Background: an optimization exercise with open tools, aiming at small area, a short achievable clock period and few clock cycles per item. Do not read the settings as production practice. In this exercise RTL edits were held to simulation tests only and were not proved equivalent to the original.

try-yarrow:
## fp_top
module fp_top
#(
    parameter fp_pkg::fp_format_e  FP_FORMAT   = fp_pkg::FP32,
    parameter fp_pkg::int_format_e INT_FORMAT  = fp_pkg::INT32,
    parameter logic        RISCV_MODE  = 1'b0
)
(
    input clk_i,
    input rst_i,
    input start_i,
    output logic ready_o,
    input [63:0] a_i,
    input [63:0] b_i,
    input [63:0] c_i,
    input fp_pkg::roundmode_e rnd_i,
    input fp_pkg::float_op_e op_i,
    input [1:0] op_modify_i,
    output logic [63:0] result_o,
    output logic valid_o,
    output fp_pkg::status_t flags_o
);
For scale: ~18000 cells after synthesis, ~600 flip-flops, about 110000 µm² of cells after synthesis.
export LEC_CHECK = 0
export ABC_AREA = 1
export CAP_MARGIN = 20
export CORE_MARGIN = 2
export CORE_UTILIZATION = 40
export SETUP_SLACK_MARGIN = 5
export SLEW_MARGIN = 20
create_clock -name core_clock -period 20.0 [get_ports {clk_i}]
standard.sh (not shown) runs the stock make flow with config.mk's settings and CLKGATE_MAP_FILE= SYNTH_SCRIPT=/design/flow/synth_recipe.tcl, a recipe that flattens the netlist after the stock synthesis.
==> flow/flow/run.sh <==
#!/bin/bash
set -euo pipefail
bash standard.sh SETUP_SLACK_MARGIN=6.5 finish > flow_make.log 2>&1
No stage failed in try-yarrow, and the final checks on the layout all came back clean.
Testbench counts of try-yarrow, summed over its fixed seeds: cycles 35,466, ops 24,000.
What try-quartz does differently from try-yarrow at the input level:
- an added SYNTH_HIERARCHICAL of 1
- an added SYNTH_MINIMUM_KEEP_SIZE of 200
- a deleted ABC_AREA that had been 1
==> flow/run.sh (new file) <==
#!/bin/bash
# synth_recipe.tcl (not shown) runs the flow's synth.tcl, then flattens the netlist and writes it again
# the make line also repeats each setting of config.mk as NAME=value (left out here)
make -C /OpenROAD-flow-scripts/flow DESIGN_CONFIG=/design/flow/config.mk WORK_HOME=/design/flow/orfs CLKGATE_MAP_FILE= SYNTH_SCRIPT=/design/flow/synth_recipe.tcl finish
removed: flow/flow/run.sh
removed: flow/standard.sh
Notes after the runs:
- try-quartz has completed all stages; timing, DRC and antenna checks passed.
- Of the two values seen for worst setup path endpoint, result_o[19] was produced by try-quartz and result_o[20] by try-yarrow.
- Global routing met3 resource utilization was lower in try-yarrow than in try-quartz.
- Per the comparison of try-quartz with try-yarrow, insertion delay of the later-clocked pin in the worst-skew pair decreased by 0.08 ns relative to the old numbers; met2 track demand over resource in global routing shows an increase of 2.1 points; post-detailed-routing wire length now sits higher; global-route usage went up.
--- input diff try-quartz..try-lagoon ---
- SYNTH_HIERARCHICAL no longer set, was 1
- SYNTH_MINIMUM_KEEP_SIZE no longer set, was 200
- ABC_AREA now 1, previously not set
==> flow/flow/run.sh (new file) <==
#!/bin/bash
set -euo pipefail
bash standard.sh SETUP_SLACK_MARGIN=7 finish > flow_make.log 2>&1
==> flow/standard.sh (new file) <==
#!/bin/bash
# synth_recipe.tcl (not shown) runs the flow's synth.tcl, then flattens the netlist and writes it again
# the make line also repeats each setting of config.mk as NAME=value (left out here)
make -C /OpenROAD-flow-scripts/flow DESIGN_CONFIG=/design/flow/config.mk WORK_HOME=/design/flow/orfs CLKGATE_MAP_FILE= SYNTH_SCRIPT=/design/flow/synth_recipe.tcl "${@:-finish}"
removed: flow/run.sh
## What came out
try-lagoon vs try-quartz — via count rose 8220.
Diff try-quartz -> try-lagoon: number of non-clock inverters in the layout climbed 1262; synthesized cell area dropped about 0.3%.
--- input diff try-lagoon..try-amber ---
==> flow/run.sh (new file) <==
#!/bin/bash
# synth_recipe.tcl (not shown) runs the flow's synth.tcl, then flattens the netlist and writes it again
# the make line also repeats each setting of config.mk as NAME=value (left out here)
make -C /OpenROAD-flow-scripts/flow DESIGN_CONFIG=/design/flow/config.mk WORK_HOME=/design/flow/orfs CLKGATE_MAP_FILE= SYNTH_SCRIPT=/design/flow/synth_recipe.tcl finish
removed: flow/flow/run.sh
removed: flow/standard.sh
[summary]
- try-amber does worse than try-lagoon on setup slack after placement.
- Per the comparison of try-amber with try-lagoon, final wirelength went down; multi-input gate area in the final layout saw a decrease.

fp_top, a different RTL version from the one above (not shown whole).
Size: ~15000 cells after synthesis, roughly 630 flip-flops, roughly 280 I/O pins, ~110000 um^2 of cells after synthesis.
==> flow/config.mk <==
export PLATFORM = sky130hd
export DESIGN_NAME = fp_top
export DESIGN_NICKNAME = fp_top
export VERILOG_FILES = /design/flow/design.v
export SDC_FILE = /design/flow/constraint.sdc
export NUM_CORES = 8
export LEC_CHECK = 0
export CAP_MARGIN = 20
export CORE_MARGIN = 2
export CORE_UTILIZATION = 40
export SETUP_SLACK_MARGIN = 5
export SLEW_MARGIN = 20
==> flow/constraint.sdc <==
create_clock -name core_clock -period 20.0 [get_ports {clk_i}]
set_input_delay 4.0000 -clock core_clock [delete_from_list [all_inputs] [get_ports {clk_i}]]
set_output_delay 4.0000 -clock core_clock [all_outputs]
set_load 0.01 [all_outputs]
run.sh (not shown) runs the stock make flow with config.mk's settings and CLKGATE_MAP_FILE= SYNTH_SCRIPT=/design/flow/synth_recipe.tcl, a recipe that flattens the netlist after the stock synthesis.
Stock flow here: none of the scripts above is used.
Testbench counts at the start, summed over its fixed seeds: cycles 35,466, ops 24,000.
Then changed:
Settings changed: CORE_UTILIZATION 40 to 45.
Outcome: The new run completed with no timing, DRC or antenna violations. Fmax decreases by 0.44%. Global-route usage goes up by 2.8 points. Count of clock-buffer cells in the layout shrinks by 2. Final cell count goes down by 2.3%.

[port drivers added, routing unchanged]
How much do the figures lean on ideal ports? The routed layouts below were timed once more, with nothing changed but the port constraints.
Step 1: set_driving_cell puts a clkbuf_16 on clk_i and a buf_2 on each other input, an assumption about the parent block.
Step 2 also shifts input and output timing later by t, the mid clock arrival at the registers, as if the neighbouring blocks saw the same clock.
Slacks: ideal ports / drivers / drivers and shift; pairs: ideal ports / drivers.
| run | t, ns | slack for setup (ns) | worst setup path after step 2 | worst register clock-pin slew, ns | worst data-port slew with drivers (ns) |
|---|---|---|---|---|---|
| try-yarrow | 0.906 | 6.636 / 6.531 / 5.989 | input to register | 0.07 / 0.07 | 0.15 |
| try-quartz | 0.828 | 5.045 / 4.954 / 4.667 | input to register | 0.10 / 0.10 | 0.22 |
| try-lagoon | 0.900 | 6.953 / 6.855 / 6.351 | input to register | 0.08 / 0.08 | 0.15 |
| try-amber | 0.902 | 5.199 / 5.096 / 4.718 | input to register | 0.08 / 0.08 | 0.15 |
| the first run of note 2 | 0.835 | 5.292 / 5.176 / 4.536 | input to register | 0.08 / 0.08 | 0.23 |
| the second run of note 2 | 0.863 | 5.228 / 5.123 / 4.445 | input to register | 0.08 / 0.08 | 0.11 |
After both steps setup and hold are still met in every run listed. For the second run of note 2, which loses most, drivers alone change the setup slack by -0.105 ns; drivers and shift together by -0.783 ns.
